Source: an optimization exercise on an open RTL-to-GDS flow (aim: small area and a short achievable clock period). Production flows keep margins and buffers that such runs may drop. RTL that was checked went through simulation tests only; none was proved equivalent to the original.

Setup of wip/amber:
Design DCT, start of the top module:
module DCT(clk,rst_n,ena,done,
  data_in0,data_in1,data_in2,data_in3,data_in4,data_in5,data_in6,data_in7,
  data_out0,data_out1,data_out2,data_out3,data_out4,data_out5,data_out6,data_out7);
Size in the first run: ~2100 cells after synthesis, ~230 I/O pins.
export LEC_CHECK = 0
export CAP_MARGIN = 20
export CORE_MARGIN = 2
export CORE_UTILIZATION = 40
export CTS_CLUSTER_DIAMETER = 70
export CTS_CLUSTER_SIZE = 30
export SETUP_SLACK_MARGIN = 1.75
export SLEW_MARGIN = 20
export SYNTH_HIERARCHICAL = 1
export SYNTH_MINIMUM_KEEP_SIZE = 0
create_clock -name core_clock -period 4.5 [get_ports {clk}]
standard.sh (not shown) runs the stock make flow with config.mk's settings and CLKGATE_MAP_FILE= SYNTH_SCRIPT=/design/flow/synth_recipe.tcl, a recipe that flattens the netlist after the stock synthesis.
==> flow/flow/run.sh <==
#!/bin/bash
# The standard layout, with plain buf_1 cells as the input/output port buffers
# (the standard flow picks a larger delay-buffer cell for them).
set -euo pipefail
export BUFFER_PORTS_ARGS="-buffer_cell sky130_fd_sc_hd__buf_1"
bash standard.sh > standard.log 2>&1
Relative to wip/amber, the following input files were edited for wip/tundra:
diff --git a/flow/config.mk b/flow/config.mk
--- a/flow/config.mk
+++ b/flow/config.mk
@@ -13 +13 @@
-export SETUP_SLACK_MARGIN = 1.75
+export SETUP_SLACK_MARGIN = 1.5
### Flow results
Looking at count of clock buffers in the final design, wip/tundra sits 2.6% lower than wip/amber does.
wip/tundra — design area about 3.2% lower, wip/amber as reference
In wip/tundra the clock skew turned out 0.015 ns higher than in wip/amber.

---

Another version of the RTL of DCT (not shown whole).
Size: roughly 2100 cells after synthesis, roughly 440 flip-flops, about 0.027 mm2 of cells after synthesis.
clock: 4.5 ns
lec_check: 0
cap_margin: 20
core_margin: 2
core_utilization: 40
cts_cluster_diameter: 70
cts_cluster_size: 30
setup_slack_margin: 1.75
slew_margin: 20
synth_hierarchical: 1
synth_minimum_keep_size: 0
Scripts as last shown in full above: flow/flow/run.sh
The baseline went through all stages and came out clean.
Rerun with:
CTS_CLUSTER_DIAMETER = not set   (was 70)
CTS_CLUSTER_SIZE = not set   (was 30)
SETUP_SLACK_MARGIN = 1.5   (was 1.75)
After rerunning: Die area is unchanged. Clock skew came out lower by 0.011 ns. Setup slack is worse by 0.16 ns. Count of clock-buffer cells in the layout increases by 39. Cell count is lower by 0.37%. Final area falls by 1.1%. Wire length fell by 1.4%. Via count shrinks by 0.44%.
No run of this note included a check of the RTL's function; only the layout flow was run.

---

run K:
DCT, a different RTL version from the one above (not shown whole).
Size in the first run: roughly 2100 cells after synthesis, roughly 230 I/O pins, about 25000 um2 of cells after synthesis.
export LEC_CHECK = 0
export CAP_MARGIN = 20
export CORE_MARGIN = 2
export CORE_UTILIZATION = 40
export CTS_CLUSTER_DIAMETER = 70
export CTS_CLUSTER_SIZE = 30
export PLACE_DENSITY = 0.7
export SETUP_SLACK_MARGIN = 1.75
export SLEW_MARGIN = 20
export SYNTH_HIERARCHICAL = 1
export SYNTH_MINIMUM_KEEP_SIZE = 0
create_clock -name core_clock -period 4.5 [get_ports {clk}]
Scripts as last shown in full above: flow/flow/run.sh
Changes in run H relative to run K:
- swapping 1.75 for 1.9 in SETUP_SLACK_MARGIN
- clearing PLACE_DENSITY, which used to be 0.7
The more densely filled core belongs to run H, not run K.
Compared with run K, in run H setup slack after placement went up by 170 ps; final area went up by 3.9%.
Summary: with run K as the reference, wire length the detailed router placed on met1 in run H moved up by a few percent.
Relative area change from synthesis to final layout: run H vs run K up 4.3 points
Run H vs run K — total via count after detailed routing rose 291.
Run H vs. run K: height of the die level, sum of routed wire length over all layers moved up.
The final worst-path cycle share of run H falls short of that of run K by 0.48 points.
The final cell count reported for run H is greater than that of run K by 77.

---

Another version of the RTL of DCT (not shown whole).
Size in the first run: about 2300 cells after synthesis.
export LEC_CHECK = 0
export CAP_MARGIN = 20
export CORE_MARGIN = 2
export CORE_UTILIZATION = 40
export SLEW_MARGIN = 20
export SYNTH_HIERARCHICAL = 1
export SYNTH_MINIMUM_KEEP_SIZE = 0
create_clock -name core_clock -period 4.5 [get_ports {clk}]
run.sh (not shown) runs the stock make flow with config.mk's settings and CLKGATE_MAP_FILE= SYNTH_SCRIPT=/design/flow/synth_recipe.tcl, a recipe that flattens the netlist after the stock synthesis.
Stock flow here: none of the scripts above is used.
Change:
==> flow/flow/run.sh (new file) <==
#!/bin/bash
# The standard layout, with plain buf_1 cells as the input/output port buffers
# (the standard flow picks a larger delay-buffer cell for them).
set -euo pipefail
export BUFFER_PORTS_ARGS="-buffer_cell sky130_fd_sc_hd__buf_1"
bash standard.sh > standard.log 2>&1
==> flow/standard.sh (new file) <==
#!/bin/bash
# synth_recipe.tcl (not shown) runs the flow's synth.tcl, then flattens the netlist and writes it again
# the make line also repeats each setting of config.mk as NAME=value (left out here)
make -C /OpenROAD-flow-scripts/flow DESIGN_CONFIG=/design/flow/config.mk WORK_HOME=/design/flow/orfs CLKGATE_MAP_FILE= SYNTH_SCRIPT=/design/flow/synth_recipe.tcl "${@:-finish}"
--- a/flow/config.mk
+++ b/flow/config.mk
@@ -10,0 +11 @@
+export SETUP_SLACK_MARGIN = 1.5
removed: flow/run.sh
What happened:
- design area falls by a few percent
- die area is unchanged
- worst setup slack gets better by 490 ps
- sequential cell count does not change
- via count climbs slightly
- critical path depth is unchanged
- hold slack degrades by 200 ps
- fmax came out higher by about a fifth
Change:
==> flow/run.sh (new file) <==
#!/bin/bash
# synth_recipe.tcl (not shown) runs the flow's synth.tcl, then flattens the netlist and writes it again
# the make line also repeats each setting of config.mk as NAME=value (left out here)
make -C /OpenROAD-flow-scripts/flow DESIGN_CONFIG=/design/flow/config.mk WORK_HOME=/design/flow/orfs CLKGATE_MAP_FILE= SYNTH_SCRIPT=/design/flow/synth_recipe.tcl finish
--- a/flow/config.mk
+++ b/flow/config.mk
@@ -11 +11 @@
-export SETUP_SLACK_MARGIN = 1.5
+export SETUP_SLACK_MARGIN = 2.0
removed: flow/flow/run.sh
removed: flow/standard.sh
The changed run passed the timing, DRC and antenna checks; global-route usage grows by 1.1 points; hold slack is better by 190 ps; non-clock buffer count went up by 89.

port drivers added, routing unchanged:
How much do the figures lean on ideal ports? The routed layouts below were timed once more, with nothing changed but the port constraints. Step 1 (the two cells are an assumption about what drives the block):
set clk [get_ports {clk}]
set_driving_cell -lib_cell sky130_fd_sc_hd__clkbuf_16 $clk
set_driving_cell -lib_cell sky130_fd_sc_hd__buf_2 [delete_from_list [all_inputs] $clk]
Step 2, shift: input delay + t, output delay - t, t = (earliest + latest rising clock arrival at the registers) / 2. This alone moves slack from input paths to output paths. Three values: ideal ports, drivers, drivers and shift; two values: the first two.
run | t, ns | setup WS [ns] | clock arrival spread, ns | worst register clock-pin slew, ns | cell pins on the clock port's net
wip/amber | 0.607 | 1.716 / 1.612 / 1.004 | 0.026 / 0.027 | 0.08 / 0.08 | 1
wip/tundra | 0.605 | 1.582 / 1.538 / 0.933 | 0.051 / 0.051 | 0.09 / 0.09 | 1
the first run of note 2 | 0.618 | 1.726 / 1.705 / 1.087 | 0.026 / 0.026 | 0.10 / 0.10 | 1
the second run of note 2 | 0.643 | 1.562 / 1.550 / 0.908 | 0.016 / 0.015 | 0.06 / 0.06 | 1
run K | 0.639 | 1.660 / 1.660 / 1.555 | 0.038 / 0.038 | 0.11 / 0.11 | 1
run H | 0.669 | 1.682 / 1.682 / 1.576 | 0.039 / 0.039 | 0.09 / 0.09 | 1
the first run of note 4 | 0.657 | 0.962 / 0.962 / 0.962 | 0.027 / 0.027 | 0.06 / 0.06 | 1
the second run of note 4 | 0.666 | 1.447 / 1.447 / 1.447 | 0.017 / 0.016 | 0.06 / 0.06 | 1
the third run of note 4 | 0.661 | 1.516 / 1.516 / 1.516 | 0.043 / 0.043 | 0.06 / 0.06 | 1
After both steps setup and hold are still met in every run listed. The setup slack of wip/amber, which loses most, moves by -0.104 ns with the drivers and by -0.712 ns with both steps.
